This design comes from an exercise in tuning for small area, a short achievable clock period and few clock cycles on the open sky130 flow, not from production work.
Only simulation tests tie the RTL to the original design; equivalence was not proved.
Power figures rest on the tool's default switching activity, not on a simulated workload.

## design.v

```verilog
module tpumac
    #(parameter BITS_AB=8,
    parameter BITS_C=16)
    (
    input clk, rst_n, WrEn, en,
    input signed [BITS_AB-1:0] Ain,
    input signed [BITS_AB-1:0] Bin,
    input signed [BITS_C-1:0] Cin,
    output reg signed [BITS_AB-1:0] Aout,
    output reg signed [BITS_AB-1:0] Bout,
    output reg signed [BITS_C-1:0] Cout
    );
    logic signed [BITS_C-1:0] AxB, CPAB;
    always_ff @(posedge clk, negedge rst_n) begin
        if (!rst_n) begin
            Aout <= 0;
            Bout <= 0;
        end else if (en) begin
            Aout <= Ain;
            Bout <= Bin;
        end
    end
    always_ff @(posedge clk, negedge rst_n) begin
        if (!rst_n) begin
            Cout <= 0;
        end else if (WrEn) begin
            Cout <= Cin;
        end else if (en) begin
            Cout <= CPAB;
        end 
    end
    always_comb begin
        AxB = Ain * Bin;
        CPAB = AxB + Cout;
    end
endmodule
module systolic_array
#(
parameter BITS = 8,
parameter DIM = 32
)
(
input clk,rst_n,en,
input [DIM-1:0][BITS-1:0] A,
input [DIM-1:0][BITS-1:0] B,
output [DIM-1:0][DIM-1:0][BITS*2-1:0] Cout
);
logic [DIM-1:0][DIM-1:0][BITS-1:0] MACAin, MACBin, MACAout, MACBout;
logic [DIM-1:0][DIM-1:0][BITS*2-1:0] MACCout;
assign Cout = MACCout;
genvar gi, gj;
generate
    for (gi = 0 ; gi < DIM ; gi++) begin : row
        for (gj = 0 ; gj < DIM ; gj++) begin : col
            tpumac #(.BITS_AB(BITS), .BITS_C(BITS*2)) iDUT (
                .clk(clk), .rst_n(rst_n), .WrEn(1'b0), .en(en),
                .Ain(MACAin[gi][gj]), .Bin(MACBin[gi][gj]), .Cin({(BITS*2){1'b0}}),
                .Aout(MACAout[gi][gj]), .Bout(MACBout[gi][gj]), .Cout(MACCout[gi][gj])
            );
        end
    end
endgenerate
always_comb begin : ABCManager
    for (int i = 0 ; i < DIM ; i++) begin
        MACAin[i][0] = A[i];
        MACBin[0][i] = B[i];
    end
    for (int i = 0 ; i < DIM ; i++) begin
        for (int j = 1 ; j < DIM ; j++) begin
            MACAin[i][j] = MACAout[i][j-1];
        end
    end
    for (int i = 1 ; i < DIM ; i++) begin
        for (int j = 0 ; j < DIM ; j++) begin
            MACBin[i][j] = MACBout[i-1][j]; 
        end
    end
end
endmodule
module layoutA
#(
    parameter BITS = 8,  
    parameter DIM = 32  
)
(
    input [DIM-1:0][DIM-1:0][BITS-1:0] INA,
    input [$clog2(DIM):0] m, n, 
    output logic [DIM-1:0][DIM*2-2:0][BITS-1:0] OUTA
);
always_comb begin : ConnectionsA
    for (int row = 0 ; row < DIM ; row++) begin
        for (int col = 0 ; col < DIM*2-1 ; col++) begin
            if (col >= DIM*2-1-n-row && col <= DIM*2-2-row && row < m) begin
                OUTA[row][col] = INA[row][DIM*2-2-col-row];
            end else begin
                OUTA[row][col] = 0;
            end
        end
    end
end
endmodule
module layoutB
#(
    parameter BITS = 8,  
    parameter DIM = 32  
)
(
    input [DIM-1:0][DIM-1:0][BITS-1:0] INB,
    input [$clog2(DIM):0] n, p, 
    output logic [DIM*2-2:0][DIM-1:0][BITS-1:0] OUTB
);
always_comb begin : ConnectionsB
    for (int row = 0 ; row < DIM ; row++) begin
        for (int col = 0 ; col < DIM*2-1 ; col++) begin
            if (col >= DIM*2-1-n-row && col <= DIM*2-2-row && row < p) begin
                OUTB[col][row] = INB[DIM*2-2-col-row][row];
            end else begin
                OUTB[col][row] = 0;
            end
        end
    end
end
endmodule
module MATMUL 
#(
    parameter BITS = 8,  
    parameter DIM = 32  
)
(
    input clk, rst_n, en,
    input [$clog2(DIM):0] m, n, p,
    input [DIM-1:0][DIM-1:0][BITS-1:0] matrixDataA,
    input [DIM-1:0][DIM-1:0][BITS-1:0] matrixDataB,
    output logic [DIM-1:0][DIM-1:0][BITS-1:0] dataOut,
    output logic done
);
logic [$clog2(DIM*4):0] count;
logic [DIM-1:0][BITS-1:0] Ain, Bin;
logic [DIM-1:0][DIM-1:0][BITS*2-1:0] Cout;
logic [DIM-1:0][DIM*2-2:0][BITS-1:0] OUTA;
logic [DIM*2-2:0][DIM-1:0][BITS-1:0] OUTB;
layoutA #(.BITS(BITS), .DIM(DIM))
LayoutADUT (.INA(matrixDataA),.m(m),.n(n),.OUTA(OUTA));
layoutB #(.BITS(BITS), .DIM(DIM))
LayoutBDUT (.INB(matrixDataB),.n(n),.p(p),.OUTB(OUTB));
systolic_array #(.BITS(BITS), .DIM(DIM))
SysArrayDUT (.clk(clk), .rst_n(rst_n), .en(en), .A(Ain), .B(Bin), .Cout(Cout));
always @(posedge clk, negedge rst_n) begin
    if (!rst_n) begin
        count <= 0;
    end else if (done) begin
        count <= 0;
    end else if (en == 1) begin
        count <= count + 1;
    end
end
always_comb begin : DataFeeder
    for (int i = 0 ; i < DIM ; i++) begin
        if (count <= DIM*2-2) begin
            Ain[i] = OUTA[i][DIM*2-2-count];
            Bin[i] = OUTB[DIM*2-2-count][i];
        end else begin
            Ain[i] = 0;
            Bin[i] = 0;
        end
    end
    for (int i = 0 ; i < DIM ; i++) begin
        for (int j = 0 ; j < DIM ; j++) begin
            dataOut[i][j] = Cout[i][j] >> BITS;  
        end
    end
end
always_comb begin : howdone
    done = count == m+n+p-2 ? 1 : 0;
end
endmodule
module matmul_top
#(
    parameter BITS = 8,
    parameter DIM = 4
)
(
    input clk, rst_n, en,
    input [$clog2(DIM):0] m, n, p,
    input [DIM*DIM*BITS-1:0] mat_a,
    input [DIM*DIM*BITS-1:0] mat_b,
    output [DIM*DIM*BITS-1:0] mat_c,
    output done
);
MATMUL #(.BITS(BITS), .DIM(DIM)) u_matmul (
    .clk(clk), .rst_n(rst_n), .en(en),
    .m(m), .n(n), .p(p),
    .matrixDataA(mat_a), .matrixDataB(mat_b),
    .dataOut(mat_c), .done(done)
);
endmodule
```

## run.sh

```bash
#!/bin/bash
# synth_recipe.tcl (not shown) runs the flow's synth.tcl, then flattens the netlist and writes it again
# the make line also repeats each setting of config.mk as NAME=value (left out here)
make -C /OpenROAD-flow-scripts/flow DESIGN_CONFIG=/design/flow/config.mk WORK_HOME=/design/flow/orfs CLKGATE_MAP_FILE= SYNTH_SCRIPT=/design/flow/synth_recipe.tcl finish
```

## config.mk

```make
export PLATFORM = sky130hd
export DESIGN_NAME = matmul_top
export DESIGN_NICKNAME = matmul_top
export VERILOG_FILES = /design/flow/design.v
export SDC_FILE = /design/flow/constraint.sdc
export NUM_CORES = 4
export LEC_CHECK = 0
export CAP_MARGIN = 20
export CORE_MARGIN = 2
export CORE_UTILIZATION = 40
export PLACE_DENSITY = 0.6
export SLEW_MARGIN = 20
```

## constraint.sdc

```tcl
create_clock -name core_clock -period 11.0 [get_ports {clk}]
set_input_delay 2.2000 -clock core_clock [delete_from_list [all_inputs] [get_ports {clk}]]
set_output_delay 2.2000 -clock core_clock [all_outputs]
set_load 0.01 [all_outputs]
```

==> reports/results.ini <==
[run_status]
outcome = complete, no violations

[drt]
ant_nets = 0
drc = 0
drtPass1Iterations = 8
viasPerCell = 5.45
dr_total_vias = 57000
drt_iter0_markers = 4074
wl_mm = 238
wire_per_inst_um = 22.8

[clock_network]
clk_pin_slew_ns = 0.06
clock-sinks = 453
cts_resized = 0
root_buffer = clkbuf_16
cts_buffer_depth = 3
cts_tree = yes
cts_htree_levels = 3
cts_setup_buffers = 0
holdBufCountCts = 0
cts_buffers = 69
clock_latency_ns = 0.69

[synthesis]
synth.distinct_cells = 99
postSynthAreaPerCell_sq_um = 9.34
synth_flop_cell = dfrtp_1
yosys.area_share.adder_pct = 41.7
synth_edf_count = 0
synth_area_sq_um = 73200
yosys_warnings = 17
synthArstFlopShare_pct = 100
ys_seq_area_share_pct = 15.5
syn-num-nets = 9863
synth_top_family_by_area = adder cells
synthCells = 7838
muxShareOfSynthArea_pct = 4.35
ys_ff_latch = 453
yosys.area_share.xor_xnor_pct = 3.98
synth_compound_area_share_pct = 10.6
synthSimpleGateAreaFrac_pct = 13.4

[run]
maxCapViolations = 0

[sta]
clock_skew_ns = 0.0502
tns_ns = 0
slew_headroom_pct = 17.1
finalSetupViolations = 0
drv_slew = 0
fin_ws_ns = 0.808
tightest_slew_ns = 1.24
hold_viol = 0
fin_crit_sh_pct = 92.7
max_freq_ghz = 0.0981
min_period_ns = 10.19
rsz0062_at_grt = false

[finish]
num-nets-final = 10000
multi_input_area_sq_um = 54300
final_area_sq_um = 81700
area_growth_pct = 11.6
layout_common_cells = inv_1, fa_1, nand2_1
drive_gt1_share_pct = 7.73
mostFrequentLayoutCell = inv_1
fill_cells = 17400
regArea_sq_um = 11300

[placed_design]
hpwl_mm = 193
preCtsSetupSlack_ns = 0.296
io_buffers = 396
dpl_cell_area_sq_um = 79200
routabilityCongestion = 1.01

[power_and_ir_drop]
p_leak_nw = 40.2
irDropWorstVdd_v = 0.000254
combPwrFrac_pct = 72.7
p_sw_w = 0.0114
finalPower_w = 0.0213
p_per_area_nw_per_um2 = 260
clkPwrFrac_pct = 11.3
power_frac_seq_pct = 16.0
swShare_pct = 53.6
p_int_w = 0.00986

[grt]
grt_pass1_vias = 60100
grt_antenna_before_repair = 12
grt_use_total_pct = 25.9
grt_start_max_net_pins = 148
grt.overflow.total = 0
grt_pass1_wl_mm = 369

[critical_path]
end_kind = flip-flop
crit_type = in2reg
startpoint_type = input port
cp_max_fo = 14
cp.arrival_ns = 10.75
crit_required_ns = 11.55

[floorplanning]
dieArea_sq_um = 186000
row_count = 157
start_util_pct = 40.1
core-area_sq_um = 182000
io_pins = 397
die_h_um = 432
dieWidth_um = 432

[worst_hold_path]
min_path_type = reg2reg

registers in the layout, summed over array words and instances, names as in the netlist:
name and cells:
u_matmul.SysArrayDUT.row.col.iDUT.Aout 96, u_matmul.SysArrayDUT.row.col.iDUT.Bout 96, u_matmul.SysArrayDUT.row.col.iDUT.Cout 256, u_matmul.count 5
kinds of logic (layout without fill, tap and decap cells):
| kind of cell | Yosys count | count (layout) |
|---|---|---|
| flip-flops | 453 | 453 |
| AO/OA/AOI/OAI | 1150 | 1150 |
| AND/OR/NAND/NOR | 2000 | 2000 |
| XOR/XNOR | 329 | 329 |
| adder cells (fa/ha/maj) | 1757 | 1757 |
| other | 0 | 7 |
| buffers and inverters | 1875 | 2094 |
| multiplexers | 274 | 274 |
synthesized netlist by cell type (all sizes together), types with 25 or more instances:
library cell,n,area (sq um)
ha,617,7720
inv,1398,5250
a21oi,267,1350
a221oi,46,420
nand2,757,2840
a22o,44,385
a31o,28,245
clkbuf,260,980
and3,49,312
mux2,230,2590
mux2i,32,320
o21ai,264,1330
nor4,25,156
nor2,245,920
o22ai,30,194
nand3,108,546
xor2,41,359
a21o,40,300
buf,213,1400
a22oi,25,188
fa,1140,22800
or3,45,282
o211ai,27,203
a31oi,69,444
nor3,128,651
xnor2,287,2530
o21a,55,413
o21bai,27,203
and2,348,2180
nor2b,83,519
dfrtp,453,11300
nand4,35,219
nand2b,101,632
power by group through the flow:
stage | Sequential (W) | Clock, W | Combinational, W
5_1_grt | 0.00350 | 0.00254 | 0.0171
3_3_place_gp | 0.00343 | 0 | 0.0150
4_1_cts | 0.00341 | 0.00249 | 0.0154
2_1_floorplan | 0.00266 | 0 | 0.0109
3_5_place_dp | 0.00344 | 0 | 0.0152
6_report | 0.00340 | 0.00241 | 0.0155
layout make-up:
class	instances	area share [%]
Tap cell	2385	3.65
Clock buffer	91	2.40
Clock inverter	36	0.601
Timing Repair Buffer	565	6.50
Sequential cell	453	13.9
Antenna cell	7	0.0214
Multi-Input combinational cell	5510	66.5
Inverter	1402	6.45
stage by stage:
step / instances / hold WS [ns] / utilization [%]
3_5_place_dp: 10300 / 0.465 / 43.4
4_1_cts: 10400 / 0.478 / 44.7
3_3_place_gp: 10300 / 0.463 / 43.4
5_1_grt: 10400 / 0.494 / 44.7
6_report: 10400 / 0.471 / 44.8
2_1_floorplan: 7838 / 0.446 / -
metal layers:
metal	track usage (%)	up-vias	share of wire [%]
met2	43.1	1935	48
li1	-	25500	-
met4	12.5	12	5.5
met3	4.08	514	6.3
met1	33.0	29000	40
met5	0	-	0.036
critical path, stage by stage:
cell             delay [ns]
clkdlybuf4s50_1        0.62
inv_1                  0.25
ha_1                   0.73
and3b_1                0.30
nor2_1                 0.11
nor3_1                 0.77
a221oi_1               0.22
o311ai_0               0.50
buf_4                  0.25
and2_0                 0.37
nand2_1                0.14
fa_1                   0.51
fa_1                   0.49
inv_1                  0.06
fa_1                   0.50
fa_1                   0.58
fa_1                   0.43
ha_1                   0.35
a21oi_1                0.21
o21bai_1               0.09
a21oi_1                0.24
nor2b_1                0.11
o21a_1                 0.18
or3_1                  0.30
a31o_2                 0.24
worst paths after layout:
path,endpoint,start,cells after the start,slack [ns]
worst max register to register,u_matmul.SysArrayDUT.row[3].col[0].iDUT.Cout[15],u_matmul.count[1],23,1.74
worst min-delay path,u_matmul.SysArrayDUT.row[3].col[3].iDUT.Cout[15],u_matmul.SysArrayDUT.row[3].col[3].iDUT.Cout[15],1,0.47
max in group asynchronous,u_matmul.count[0],rst_n,3,7.44
worst min register to register,u_matmul.SysArrayDUT.row[3].col[3].iDUT.Cout[15],u_matmul.SysArrayDUT.row[3].col[3].iDUT.Cout[15],1,0.47
worst max-delay path,u_matmul.SysArrayDUT.row[1].col[0].iDUT.Cout[12],n[1],25,0.81
min in group asynchronous,u_matmul.SysArrayDUT.row[1].col[3].iDUT.Cout[7],rst_n,1,1.57
Testbench counts, summed over its fixed seeds: cycles 13,180.

[what the ideal ports hide]
The flow's constraints put no driver on any port. The routed layout listed below was extracted and timed again, unchanged, in two steps. Step 1 sets driving cells, clkbuf_16 on the clock port and buf_2 on the other inputs (assumed; they add their load-dependent delay and slew). Step 2 also shifts input and output timing later by t, the mid clock arrival at the registers, as if the neighbouring blocks saw the same clock. a / b / c = ideal ports / drivers / drivers and shift; a / b = the first two.
t (ns): 0.746
setup WS [ns]: 0.808 / 0.856 / 0.110
hold slack, ns: 0.471 / 0.471 / 0.471
worst register clock-pin slew, ns: 0.06 / 0.06
pins driven straight from the clock port: 1
After both steps this run still meets setup and hold. The setup slack of this run moves by +0.048 ns with the drivers and by -0.698 ns with both steps.
